Context: an optimization exercise on an open-source flow, tuned for small area. The choices shown serve that exercise and are no tape-out recipe. The RTL was checked by simulation tests, not by an equivalence proof against the original design. The clock port is modelled as an ideal driver, which makes a skipped or thinned clock tree look cheaper than it is; a real chip needs a root buffer or a tree. No activity file was given, so power comes from the tool's default toggle rates.

== Q ==
Design bist_link, start of the top module:
module bist_link (
    input  logic        clk,
    input  logic        reset,
    input  logic [69:0] sender_in,
    output logic        sender_busy,
    output logic [69:0] sender_out,
    input  logic [69:0] receiver_in,
    output logic        receiver_busy,
    output logic        receiver_failed
);
logic [31:0] r;
logic [1:0]  next;
logic        done;
logic        busy;
logic [2:0]  sel;
logic [69:0] mismatch;
lfsr32 stream (
    .clk(clk),
    .reset(reset),
    .r(r),
    .next(next)
);
localparam logic [31:0] M_LAST = 32'h0020cd01, V_LAST = 32'h0000c401;  
localparam logic [31:0] M_S0   = 32'h04404089, V_S0   = 32'h04404009;  
localparam logic [31:0] M_S1   = 32'h22020c08, V_S1   = 32'h22020808;  
localparam logic [31:0] M_S2   = 32'h15010204, V_S2   = 32'h15010004;  
logic at_last, at0, at1, at2;
assign at_last = (r & M_LAST) == V_LAST;
assign at0     = (r & M_S0) == V_S0;
assign at1     = (r & M_S1) == V_S1;
assign at2     = (r & M_S2) == V_S2;
always_ff @(posedge clk or posedge reset) begin
    if (reset)
        done <= 1'b0;
    else if (at_last)
        done <= 1'b1;
end
assign busy = !done;
assign sel[0] = busy & !at0;
assign sel[1] = busy & !(at0 | at1);
assign sel[2] = busy & !(at0 | at1 | at2);
bist_sender sender (
    .w({next, r}),
    .sel(sel),
    .idle(done),
    .input_channels(sender_in),
    .output_channels(sender_out),
    .check_channels(receiver_in),
    .mismatch(mismatch)
);
  ...
Size in the first run: roughly 220 I/O pins.
clock: 5.0 ns
lec_check: 0
cap_margin: 20
core_margin: 2
core_utilization: 60
cts_buf_list: sky130_fd_sc_hd__clkbuf_4
cts_cluster_diameter: 200
cts_cluster_size: 40
place_density: 0.75
slew_margin: 20
synth_hierarchical: 1
synth_minimum_keep_size: 0
standard.sh (not shown) runs the stock make flow with config.mk's settings and CLKGATE_MAP_FILE= SYNTH_SCRIPT=/design/flow/synth_recipe.tcl, a recipe that flattens the netlist after the stock synthesis.
==> flow/flow/run.sh <==
#!/bin/bash
# The standard layout (standard.sh: the standard flow's synthesis, floorplan, power grid,
# placement, CTS and routing), with the port buffers inserted at placement
# made from the smallest buffer cell, and a clock tree with few buffers.
set -euo pipefail
export BUFFER_PORTS_ARGS="-buffer_cell sky130_fd_sc_hd__buf_1"
export CTS_ARGS="-sink_clustering_enable -sink_clustering_size 40 -sink_clustering_max_diameter 500 -buf_list sky130_fd_sc_hd__clkbuf_8 -root_buf sky130_fd_sc_hd__clkbuf_8 -dont_use_dummy_load -repair_clock_nets"
bash standard.sh finish > standard_flow.log 2>&1
What T does differently from Q at the input level:
==> flow/flow/run.sh <==
#!/bin/bash
# The standard layout (standard.sh: the standard flow's synthesis, floorplan, power grid,
# placement, CTS and routing), with the port buffers inserted at placement
# made from the smallest buffer cell.
set -euo pipefail
export BUFFER_PORTS_ARGS="-buffer_cell sky130_fd_sc_hd__buf_1"
bash standard.sh finish > standard_flow.log 2>&1
## What came out
T ends up with a post-layout minimum cycle time that is 0.011 ns lower than in Q. Count of clock buffers in the final design: T vs Q identical. Relative to Q, source-to-sink clock delay at the later pin of the worst-skew pair increased by 0.05 ns in T. Compared with Q, T shows a final worst-path setup slack that is 0.011 ns higher. The run showing the smaller combinational fraction of design power is Q. Mean number of vias per cell of T falls short of that of Q by a few percent. T vs. Q: transition at the pin with the smallest max-transition slack now sits higher; power after layout now sits lower; clock network fraction of design power now sits lower.

cedar:
bist_link, a different RTL version from the one above (not shown whole).
Size in the first run: roughly 220 cells after synthesis, about 34 flip-flops, roughly 220 I/O pins.
clock: 5.0 ns
lec_check: 0
cap_margin: 20
core_margin: 2
core_utilization: 60
place_density: 0.75
slew_margin: 20
synth_hierarchical: 1
synth_minimum_keep_size: 0
==> flow/flow/run.sh <==
#!/bin/bash
# The standard layout (standard.sh: the standard flow's synthesis, floorplan, power grid,
# placement, CTS and routing) with two changes: the port buffers inserted at
# placement are the smallest buffer cell, and the clock tree is the single
# clock buffer that flow/cts_pre.tcl inserts before CTS.
set -euo pipefail
export BUFFER_PORTS_ARGS="-buffer_cell sky130_fd_sc_hd__buf_1"
export PRE_CTS_TCL="$PWD/flow/cts_pre.tcl"
bash standard.sh finish > standard_flow.log 2>&1
==> flow/flow/cts_pre.tcl <==
# Clock distribution: one clock buffer, placed at the centre of the
# flip-flops, drives every flip-flop clock pin; the clock port drives only
# that buffer. It takes the place of TritonCTS's tree, which for this
# handful of flip-flops builds a two-level tree of five buffers.
set block [ord::get_db_block]
set clk_port_net [$block findNet clk]
set master [[ord::get_db] findMaster sky130_fd_sc_hd__clkbuf_16]
set root [odb::dbInst_create $block $master clkbuf_root]
set leaf [odb::dbNet_create $block clknet_root]
$clk_port_net setSigType CLOCK
$leaf setSigType CLOCK
set sx 0
set sy 0
set n 0
foreach it [$clk_port_net getITerms] {
  set inst [$it getInst]
  if { [$inst getName] eq "clkbuf_root" } { continue }
  set loc [$inst getLocation]
  set sx [expr { $sx + [lindex $loc 0] }]
  set sy [expr { $sy + [lindex $loc 1] }]
  incr n
  $it disconnect
  $it connect $leaf
}
[$root findITerm A] connect $clk_port_net
[$root findITerm X] connect $leaf
$root setLocation [expr { $sx / $n }] [expr { $sy / $n }]
$root setPlacementStatus PLACED
puts "clock buffer clkbuf_root drives $n clock pins"
set_propagated_clock [all_clocks]
proc clock_tree_synthesis { args } {
  puts "clock_tree_synthesis skipped: the clock tree is clkbuf_root"
}
cedar went all the way through the flow, and no timing, DRC or antenna check failed.
Relative to cedar, the following input files were edited for indigo:
- CORE_UTILIZATION changed from 60 to 62
- PLACE_DENSITY changed from 0.75 to 0.92
==> results.txt <==
indigo reached the final stage; the timing, DRC and antenna checks on its layout passed.
cedar: all stages complete, timing, DRC and antenna checks passed
cedar has a lower fraction of the core area covered by cells at the end of the flow than indigo.
Between cedar and indigo, the flow reports final routed wire length divided by cell count increasing by a few percent.
Multi-input combinational gate total of indigo is on par with cedar.
Detailed route wirelength on metal2 grows by a few percent when moving from cedar to indigo.
Relative to cedar, register-to-register slack decreased by 0.03 ns in indigo.
Relative to cedar, routed length on met1 decreased by 0.70% in indigo.
Compared with cedar, indigo shows cell count that has gone down slightly.
STATUS worst setup slack: indigo loses against cedar
From indigo to cedar, critical path depth did not move at all.
[compare] base=cedar new=indigo: fraction of power consumed by the clock network decreased by 0.2 points relative to the old numbers; final design area excluding fillers now sits at about the same level.
--- input diff indigo..onyx ---
- changing PLACE_DENSITY from 0.92 to 0.75
- changing SLEW_MARGIN from 20 to 0
- changing CAP_MARGIN from 20 to 0
- changing CORE_UTILIZATION from 62 to 60
### Flow results
No stage failed in onyx, and the final checks on the layout all came back clean. The utilization of onyx falls short of that of indigo by 5.1 points. | global-route wire length before repair | higher: indigo |. Compared with indigo, in onyx final worst-path setup slack picked up an extra 0.0031 ns; final total power neither gained nor lost much; detailed-route wire length lost 410 um. Overall routing resource usage: onyx vs indigo down 3.5 points. Proportion of power drawn by the clock network ended up 0.2 points higher on onyx than on indigo. onyx and indigo ended up with nearly the same switching power as a share of total power.
Setup changes, onyx to nickel
- GPL_TIMING_DRIVEN: unset -> 0
Results
Core util | nickel vs onyx | nickel higher
Row sequential fraction of total cell area: nickel lower / onyx higher
Cmp nickel and onyx / signed area change from the synthesized netlist to the final layout / higher: nickel
The post-layout total power number comes out lower for onyx vs nickel.
No run of this note takes its clock network from TritonCTS; it comes from the design's own scripts or RTL.

## afterwards: timing with drivers on the ports
The results above use ideal ports. As a check the final layouts listed here were re-extracted and re-timed, cells and wires unchanged. Step 1 sets driving cells, clkbuf_16 on the clock port and buf_2 on the other inputs (assumed; they add their load-dependent delay and slew). Step 2 times the ports against the registers' clock, not the clock port: input delays grow and output delays shrink by t, the midpoint of the rising clock arrivals with the driver on. Three values: no drivers, after step 1, after step 2; two values: the first two.
| run | shift t [ns] | slack for setup (ns) | hold slack, ns | clock arrival spread, ns |
|---|---|---|---|---|
| Q | 0.303 | 1.623 / 1.623 / 1.623 | 0.381 / 0.381 / 0.381 | 0.006 / 0.006 |
| T | 0.350 | 1.634 / 1.608 / 1.634 | 0.378 / 0.378 / 0.378 | 0.006 / 0.006 |
| cedar | 0.207 | 1.558 / 1.524 / 1.602 | 0.387 / 0.387 / 0.387 | 0.012 / 0.012 |
| indigo | 0.206 | 1.555 / 1.521 / 1.567 | 0.390 / 0.390 / 0.390 | 0.006 / 0.007 |
| onyx | 0.207 | 1.558 / 1.524 / 1.602 | 0.387 / 0.387 / 0.387 | 0.012 / 0.012 |
| nickel | 0.205 | 1.401 / 1.386 / 1.401 | 0.384 / 0.384 / 0.384 | 0.005 / 0.005 |
After both steps setup and hold are still met in every run listed.
